Source: an optimization exercise on an open RTL-to-GDS flow (aim: small area and a short achievable clock period). Production flows keep margins and buffers that such runs may drop. RTL that was checked went through simulation tests only; none was proved equivalent to the original. Power and IR drop assume default switching activity.

==> flow/design.v <==
module RegularFuzzification(
  input        clock,
  input        reset,
  input        io_start,
  input  [9:0] io_inputs_0,
  input  [9:0] io_inputs_1,
  output       io_outResultValid,
  output [6:0] io_outResult
);
  function gt7(input [6:0] a, input [6:0] b);
    integer i;
    reg g;
    begin
      g = 1'b0;
      for (i = 0; i < 7; i = i + 1)
        g = (a[i] & ~b[i]) | (~(~a[i] & b[i]) & g);
      gt7 = g;
    end
  endfunction
  wire [9:0] xi = io_inputs_0;
  wire [7:0] yi = io_inputs_1[7:0];
  wire xa = xi > 10'd50,  xb = xi > 10'd150, xc = xi > 10'd200, xd = xi > 10'd300,
       xe = xi > 10'd350, xf = xi > 10'd450, xg = xi > 10'd500, xh = xi > 10'd550,
       xk = xi > 10'd600;
  wire [9:0] xm50  = xi - 10'd50;
  wire [9:0] xm200 = xi - 10'd200;
  wire [9:0] xm350 = xi - 10'd350;
  wire [9:0] xm500 = xi - 10'd500;
  wire [9:0] m150x = 10'd150 - xi;
  wire [9:0] m300x = 10'd300 - xi;
  wire [9:0] m550x = 10'd550 - xi;
  wire [6:0] x1i = ({7{!xa}}       & 7'd100)      | ({7{xa && !xb}} & m150x[6:0]) |
                   ({7{xc && !xd}} & m300x[6:0])  | ({7{xe && !xf}} & xm350[6:0]) |
                   ({7{xf && !xh}} & m550x[6:0]);
  wire [6:0] x2i = ({7{xa && !xb}} & xm50[6:0])   | ({7{xb && !xc}} & 7'd100) |
                   ({7{xc && !xd}} & xm200[6:0])  | ({7{xg && !xk}} & xm500[6:0]) |
                   ({7{xk}}        & 7'd100);
  wire [1:0] ii  = {xe, xc};
  wire hxgi = (xi < 10'd100) || (xc && xi < 10'd250) || (xe && xi < 10'd525);
  wire hxei = (xi == 10'd100) || (xi == 10'd250) || (xd && !xe) || (xi == 10'd525);
  wire ya = yi > 8'd20,  yb = yi > 8'd40,  yc = yi > 8'd60,  yd = yi > 8'd80,
       ye = yi > 8'd100, yf = yi > 8'd120, yg = yi > 8'd140, yh = yi > 8'd160;
  wire [1:0] ji  = {yd, yb} == 2'b11 ? {1'b1, yf} : {1'b0, yb};
  wire s1 = ya && !yb, s2 = yc && !yd, s3 = ye && !yf, s4 = yg && !yh;
  wire [6:0] y5  = {yi[4:0], 2'b00} + yi[6:0];               
  wire [6:0] y2i = ({7{s1}} & (y5 - 7'd100)) | ({7{s2}} & (y5 - 7'd44)) |
                   ({7{s3}} & (y5 - 7'd116)) | ({7{s4}} & (y5 - 7'd60)) | ({7{yh}} & 7'd100);
  wire [6:0] y1i = ({7{s1}} & (7'd72 - y5)) | ({7{s2}} & (7'd16 - y5)) |
                   ({7{s3}} & (7'd88 - y5)) | ({7{s4}} & (7'd32 - y5)) |
                   ({7{!s1 && !s2 && !s3 && !s4 && !yh}} & 7'd100);
  wire hyei = (yi == 8'd30) || (yi == 8'd70) || (yi == 8'd110) || (yi == 8'd150);
  wire hygi = !yh && !hyei && !(s1 && yi > 8'd30) && !(s2 && yi > 8'd70) &&
              !(s3 && yi > 8'd110) && !(s4 && yi > 8'd150);
  reg [6:0] X1, X2, Y1, Y2;
  reg       i1, i0, j1, j0, hxg, hxe, hyg, hye;
  always @(posedge clock) if (io_start) begin
    X1 <= x1i;  X2 <= x2i;  {i1, i0} <= ii;  hxg <= hxgi; hxe <= hxei;
    Y1 <= y1i;  Y2 <= y2i;  {j1, j0} <= ji;  hyg <= hygi; hye <= hyei;
  end
  wire g11 = gt7(X1, Y1);
  wire g12 = gt7(X1, Y2);
  wire g21 = gt7(X2, Y1);
  wire g22 = gt7(X2, Y2);
  wire a_X1 = (i1 && j1 && !g12 && hxg) ||
      (i1 && j1 && j0 && !g11 && hxg) ||
      (i1 && j1 && j0 && g11 && g21 && !hxe);
  wire a_X2 = (i1 && j1 && !g21 && !hxg) ||
      (i1 && !j1 && j0 && !g12 && !g22) ||
      (i1 && j1 && !j0 && !g22 && !hxg) ||
      (i1 && j1 && hxe) ||
      (i1 && !j1 && j0 && !g11 && !g22) ||
      (i1 && j1 && !j0 && g12 && g22);
  wire a_Y1 = (i1 && j1 && j0 && !g11 && g21 && !hye) ||
      (i1 && j1 && g21 && hyg) ||
      (i1 && j1 && j0 && g11 && hyg);
  wire a_Y2 = (i1 && !j1 && j0 && g22) ||
      (i1 && j1 && g12 && !hyg) ||
      (i1 && j1 && g22 && hye) ||
      (i1 && j1 && !j0 && g12 && !g22) ||
      (i1 && j1 && !j0 && g22 && !hyg);
  wire n_X1 = (!j1 && !j0 && !g11 && hxg) ||
      (!i0 && !j1 && j0 && !g11 && !hxe) ||
      (!i1 && i0 && j1 && j0 && !g11 && !hxe) ||
      (!i1 && i0 && j1 && g21 && !g22 && !hxe) ||
      (!i0 && !j1 && !g12 && hxg) ||
      (!i0 && j1 && !j0 && !g11 && !g21 && !hxe) ||
      (!i0 && !j1 && !g22 && !hxg && !hxe) ||
      (!i1 && i0 && j1 && !g12 && hxg);
  wire n_X2 = (i1 && !j1 && !g21 && !hxg) ||
      (!i0 && hxe) ||
      (!i0 && j1 && !g12 && !g22) ||
      (i0 && !j1 && !j0 && g21 && !g22) ||
      (!i0 && j1 && j0 && !g21) ||
      (i0 && !j1 && j0 && !g11 && hxg) ||
      (!i1 && i0 && !j1 && g11 && !g12) ||
      (!i1 && i0 && !j1 && j0 && g12) ||
      (!j1 && !j0 && !g21 && g22 && !hxg) ||
      (!i1 && hxe && hye) ||
      (!i1 && i0 && j1 && !j0 && !g11 && g12) ||
      (!i1 && g11 && hxe) ||
      (!i1 && g12 && hxe) ||
      (i0 && !j1 && !g21 && !hxg && !hxe) ||
      (i1 && !j1 && j0 && !g12 && !g21) ||
      (!i1 && i0 && !j1 && g21 && !g22) ||
      (!i1 && i0 && j1 && !j0 && !g21 && g22);
  wire n_Y1 = (i1 && !j1 && j0 && g21 && !hye) ||
      (i0 && !j1 && !j0 && g11 && g12 && !hye) ||
      (i0 && !j1 && g21 && hyg) ||
      (!i0 && !j0 && g11 && hyg) ||
      (!i1 && i0 && j1 && !j0 && g21 && g22 && !hye) ||
      (!i0 && !j1 && g11 && hyg) ||
      (!j1 && !j0 && g21 && hyg) ||
      (!i0 && j1 && j0 && g21 && hyg) ||
      (!i0 && j1 && !j0 && g12 && !hyg && !hye) ||
      (i1 && !j1 && !j0 && g11 && !g21 && !hye) ||
      (!i1 && i0 && j1 && j0 && g11 && hyg) ||
      (!i0 && !j1 && !j0 && g22 && !hyg && !hye);
  wire n_Y2 = (!i1 && !j0 && !hxe && hye) ||
      (!i0 && j1 && g22 && !hyg) ||
      (i0 && !j1 && g21 && hye) ||
      (!i0 && !j1 && g12 && !hyg) ||
      (!i1 && i0 && j1 && g12 && !hyg) ||
      (!i1 && i0 && !j1 && g22 && !hyg) ||
      (!j1 && !j0 && g11 && hye) ||
      (!i0 && j1 && !j0 && g21 && g22) ||
      (i0 && !j1 && !j0 && g22 && !hyg) ||
      (!i1 && i0 && j1 && !j0 && g11 && hyg);
  wire n_c0 = (i1 && j0) ||
      (j1 && j0 && hyg) ||
      (i1 && !hxg && !hxe) ||
      (i0 && j1 && !j0 && !g22) ||
      (!i0 && j1 && !j0 && g21) ||
      (j1 && j0 && hye) ||
      (i0 && !j1 && !j0 && !hxg && !hxe && hyg) ||
      (i1 && g21) ||
      (i0 && j1 && j0 && !g11) ||
      (!i0 && j1 && j0 && !g21) ||
      (i0 && !j1 && !j0 && g22 && hye);
  wire n_c1 = (i1) ||
      (i0 && !j1 && j0) ||
      (i0 && j1 && !j0 && g22) ||
      (j1 && j0 && g11 && g21) ||
      (i0 && !j1 && g21 && !g22) ||
      (i0 && j0 && !g21 && !hyg && !hye) ||
      (!i0 && j1 && j0 && g21 && !g22) ||
      (i0 && !j1 && !g11 && !hyg && !hye) ||
      (!i0 && j1 && j0 && g22 && !hyg && !hye);
  wire o_X1 = (i0 && !j1 && !g12 && !g22 && !hxe) ||
      (i0 && j1 && !j0 && !g11 && !g21 && !hxe) ||
      (!i0 && j1 && j0 && !g11 && !hxe) ||
      (!i1 && i0 && !j1 && !g12 && g22) ||
      (!i0 && j1 && !g12 && !g22 && !hxe) ||
      (i0 && !j1 && j0 && !g21 && g22 && !hxe) ||
      (i0 && !j1 && j0 && !g11 && hxg) ||
      (!j1 && !j0 && !g12 && !g21 && g22) ||
      (i1 && !j0 && !g11 && g21 && !g22);
  wire o_X2 = (!i0 && !j1 && !g22) ||
      (i1 && !j1 && !g12 && hxe) ||
      (!i1 && i0 && j1 && g21 && !g22) ||
      (!i1 && i0 && j1 && j0 && g12) ||
      (!i0 && j1 && hxe) ||
      (!i1 && hxe && hye) ||
      (!i0 && !j1 && j0 && !g21) ||
      (!i0 && j1 && !j0 && !g11 && !g21) ||
      (i1 && !j0 && !g11 && !g12 && hxe) ||
      (!j1 && g11 && hxe) ||
      (j1 && !j0 && g12 && hxe) ||
      (!j1 && j0 && g12 && hxe) ||
      (!i1 && i0 && j1 && !g12 && hxg) ||
      (!i1 && i0 && j1 && j0 && !g21 && g22) ||
      (!i1 && !j1 && !j0 && !g11 && g12 && !g22);
  wire o_Y1 = (i1 && j1 && !j0 && g11 && !hye) ||
      (i0 && !j1 && j0 && g11 && hyg) ||
      (i0 && j1 && !j0 && g11 && g12 && !hye) ||
      (!i0 && !j1 && j0 && g21 && hyg) ||
      (!i0 && j1 && j0 && g11 && hyg) ||
      (!i0 && j1 && !j0 && g21 && hyg) ||
      (!i0 && j1 && !j0 && g22 && !hyg && !hye) ||
      (!i1 && i0 && j1 && j0 && g21 && hyg);
  wire o_Y2 = (!j1 && !j0 && g12 && g22) ||
      (i0 && !j1 && g12 && !hyg) ||
      (!i0 && j1 && g12 && !hyg) ||
      (!i0 && !j1 && g22 && !hyg) ||
      (!i1 && i0 && j1 && g22 && !hyg) ||
      (i1 && !j1 && !j0 && g12) ||
      (i0 && !j0 && g11 && hye) ||
      (!i0 && !j0 && g22 && hye) ||
      (!i0 && j1 && !j0 && g11 && hyg) ||
      (i0 && !j1 && !j0 && g11 && hyg) ||
      (!i0 && !j1 && !j0 && g21 && g22) ||
      (!i1 && i0 && j1 && !j0 && g21 && g22);
  wire o_c3 = (i1) ||
      (i0 && j1 && j0) ||
      (i0 && j1 && g21);
  function [6:0] pick(input s1, input s2, input s3, input s4,
                      input [6:0] a, input [6:0] b, input [6:0] c, input [6:0] d);
    pick = ({7{s1}} & a) | ({7{s2}} & b) | ({7{s3}} & c) | ({7{s4}} & d);
  endfunction
  wire [6:0] ov = pick(o_X1, o_X2, o_Y1, o_Y2, X1, X2, Y1, Y2);
  wire [6:0] nv = pick(n_X1, n_X2, n_Y1, n_Y2, X1, X2, Y1, Y2);
  wire [6:0] av = pick(a_X1, a_X2, a_Y1, a_Y2, X1, X2, Y1, Y2);
  reg [6:0] rov, rnv, rav;
  reg       ro3;
  reg [1:0] rnk;
  always @(posedge clock) if (io_start) begin
    rov <= ov;
    ro3 <= o_c3;
    rnv <= nv;
    rnk <= {n_c1, n_c0};
    rav <= av;
  end
  reg [6:0] rov2;
  reg       ro32;
  always @(posedge clock) if (io_start) begin
    rov2 <= rov;
    ro32 <= ro3;
  end
  wire [1:0] ok = {ro32, 1'b1};
  wire       take_new = gt7(rnv, rov2) || (rnv == rov2 && rnk < ok);
  reg  [6:0] bv;
  reg  [1:0] bk;
  always @(posedge clock) if (io_start) begin
    bv <= take_new ? rnv : rov2;
    bk <= take_new ? rnk : ok;
  end
  wire [9:0] tx = 10'd500 + bv;
  wire [4:0] t4 = yi[4:0] + 5'd20;                        
  wire [6:0] b4 = {t4, 2'b00} + {2'b00, t4};
  wire       keep = (bv == 7'd100) || (xi <= tx) || (yi <= 8'd140) ||
                    (yi <= 8'd160 && b4 <= bv);
  wire [2:0] fin = (!gt7(rav, bv) && keep) ? ((bv == 7'd0) ? 3'd0 : {1'b0, bk}) : 3'd4;
  reg [2:0] f1, f2, f3, f4, f5;
  always @(posedge clock) if (io_start) begin
    f1 <= fin;
    f2 <= f1;
    f3 <= f2;
    f4 <= f3;
    f5 <= f4;
  end
  assign io_outResultValid = 1'b0;
  assign io_outResult = io_start ? {4'd0, f5} : 7'd0;
endmodule
clock: 8.0 ns
lec_check: 0
cap_margin: 20
core_margin: 2
core_utilization: 40
setup_slack_margin: 4.0
slew_margin: 20
run.sh (not shown) runs the stock make flow with config.mk's settings and CLKGATE_MAP_FILE= SYNTH_SCRIPT=/design/flow/synth_recipe.tcl, a recipe that flattens the netlist after the stock synthesis.
The first run finished clean.
Next try:
--- a/flow/design.v
+++ b/flow/design.v
@@ -19,38 +19,36 @@
   endfunction
   wire [9:0] xi = io_inputs_0;
   wire [7:0] yi = io_inputs_1[7:0];
   wire xa = xi > 10'd50,  xb = xi > 10'd150, xc = xi > 10'd200, xd = xi > 10'd300,
        xe = xi > 10'd350, xf = xi > 10'd450, xg = xi > 10'd500, xh = xi > 10'd550,
        xk = xi > 10'd600;
-  wire [9:0] xm50  = xi - 10'd50;
-  wire [9:0] xm200 = xi - 10'd200;
-  wire [9:0] xm350 = xi - 10'd350;
-  wire [9:0] xm500 = xi - 10'd500;
-  wire [9:0] m150x = 10'd150 - xi;
-  wire [9:0] m300x = 10'd300 - xi;
-  wire [9:0] m550x = 10'd550 - xi;
-  wire [6:0] x1i = ({7{!xa}}       & 7'd100)      | ({7{xa && !xb}} & m150x[6:0]) |
-                   ({7{xc && !xd}} & m300x[6:0])  | ({7{xe && !xf}} & xm350[6:0]) |
-                   ({7{xf && !xh}} & m550x[6:0]);
-  wire [6:0] x2i = ({7{xa && !xb}} & xm50[6:0])   | ({7{xb && !xc}} & 7'd100) |
-                   ({7{xc && !xd}} & xm200[6:0])  | ({7{xg && !xk}} & xm500[6:0]) |
-                   ({7{xk}}        & 7'd100);
+  wire a1 = xa && !xb, a2 = xb && !xc, a3 = xc && !xd, a5 = xe && !xf, a67 = xf && !xh,
+       a78 = xg && !xk;
+  wire [6:0] k2 = ({7{a1}} & 7'd78) | ({7{a3}} & 7'd56) | ({7{a78}} & 7'd12);
+  wire [6:0] x2s = xi[6:0] + k2;                            
+  wire [6:0] x2i = ({7{a1 || a3 || a78}} & x2s) | ({7{a2 || xk}} & 7'd100);
+  wire       neg = !a5;                                     
+  wire [6:0] k1 = ({7{a1}} & 7'd23) | ({7{a3}} & 7'd45) | ({7{a5}} & 7'd34) | ({7{a67}} & 7'd39);
+  wire [6:0] x1s = (xi[6:0] ^ {7{neg}}) + k1;
+  wire [6:0] x1i = ({7{a1 || a3 || a5 || a67}} & x1s) | ({7{!xa}} & 7'd100);
   wire [1:0] ii  = {xe, xc};
   wire hxgi = (xi < 10'd100) || (xc && xi < 10'd250) || (xe && xi < 10'd525);
   wire hxei = (xi == 10'd100) || (xi == 10'd250) || (xd && !xe) || (xi == 10'd525);
   wire ya = yi > 8'd20,  yb = yi > 8'd40,  yc = yi > 8'd60,  yd = yi > 8'd80,
        ye = yi > 8'd100, yf = yi > 8'd120, yg = yi > 8'd140, yh = yi > 8'd160;
   wire [1:0] ji  = {yd, yb} == 2'b11 ? {1'b1, yf} : {1'b0, yb};
   wire s1 = ya && !yb, s2 = yc && !yd, s3 = ye && !yf, s4 = yg && !yh;
   wire [6:0] y5  = {yi[4:0], 2'b00} + yi[6:0];               
-  wire [6:0] y2i = ({7{s1}} & (y5 - 7'd100)) | ({7{s2}} & (y5 - 7'd44)) |
-                   ({7{s3}} & (y5 - 7'd116)) | ({7{s4}} & (y5 - 7'd60)) | ({7{yh}} & 7'd100);
-  wire [6:0] y1i = ({7{s1}} & (7'd72 - y5)) | ({7{s2}} & (7'd16 - y5)) |
-                   ({7{s3}} & (7'd88 - y5)) | ({7{s4}} & (7'd32 - y5)) |
-                   ({7{!s1 && !s2 && !s3 && !s4 && !yh}} & 7'd100);
+  wire [6:0] ky2 = ({7{s1}} & 7'd28) | ({7{s2}} & 7'd84) | ({7{s3}} & 7'd12) | ({7{s4}} & 7'd68);
+  wire [6:0] ky1 = ({7{s1}} & 7'd73) | ({7{s2}} & 7'd17) | ({7{s3}} & 7'd89) | ({7{s4}} & 7'd33);
+  wire       ysl = s1 || s2 || s3 || s4;
+  wire [6:0] y2s = y5 + ky2;                                
+  wire [6:0] y1s = ~y5 + ky1;                               
+  wire [6:0] y2i = ({7{ysl}} & y2s) | ({7{yh}} & 7'd100);
+  wire [6:0] y1i = ({7{ysl}} & y1s) | ({7{!ysl && !yh}} & 7'd100);
   wire hyei = (yi == 8'd30) || (yi == 8'd70) || (yi == 8'd110) || (yi == 8'd150);
   wire hygi = !yh && !hyei && !(s1 && yi > 8'd30) && !(s2 && yi > 8'd70) &&
               !(s3 && yi > 8'd110) && !(s4 && yi > 8'd150);
   reg [6:0] X1, X2, Y1, Y2;
   reg       i1, i0, j1, j0, hxg, hxe, hyg, hye;
   always @(posedge clock) if (io_start) begin
After rerunning: The new run completed without violations; synthesized cell count went down by 9.9%; power went up by 3.3%; design area went up by 0.65%; utilization went up by 3.9 points; critical path depth went up by 6; flip-flop and latch count is unchanged; wire length went down by 8.9%; combinational power went up by 7.2%; worst setup slack is worse by 0.083 ns; non-clock buffer count went up by 45; first-iteration DRC count went down by 34%; die area went down by 6.6%; clock power went up by about 2%.
Only the layout flow was run in the first run of this note; the RTL was not checked for function there.

port drivers added, routing unchanged:
The flow's constraints put no driver on any port. The routed layouts listed below were extracted and timed again, unchanged, in two steps.
Step 1: set_driving_cell puts a clkbuf_16 on clock and a buf_2 on each other input, an assumption about the parent block.
Step 2, shift: input delay + t, output delay - t, t = (earliest + latest rising clock arrival at the registers) / 2. This alone moves slack from input paths to output paths.
Slacks: no drivers / after step 1 / after step 2; pairs: no drivers / after step 1.
run	shift t [ns]	setup slack, ns	worst register clock-pin slew, ns
the first run	0.394	4.072 / 4.076 / 3.683	0.07 / 0.07
the second run	0.391	3.989 / 3.993 / 3.602	0.07 / 0.07
After both steps setup and hold are still met in every run listed. The setup slack of the first run, which loses most, moves by +0.004 ns with the drivers and by -0.389 ns with both steps.
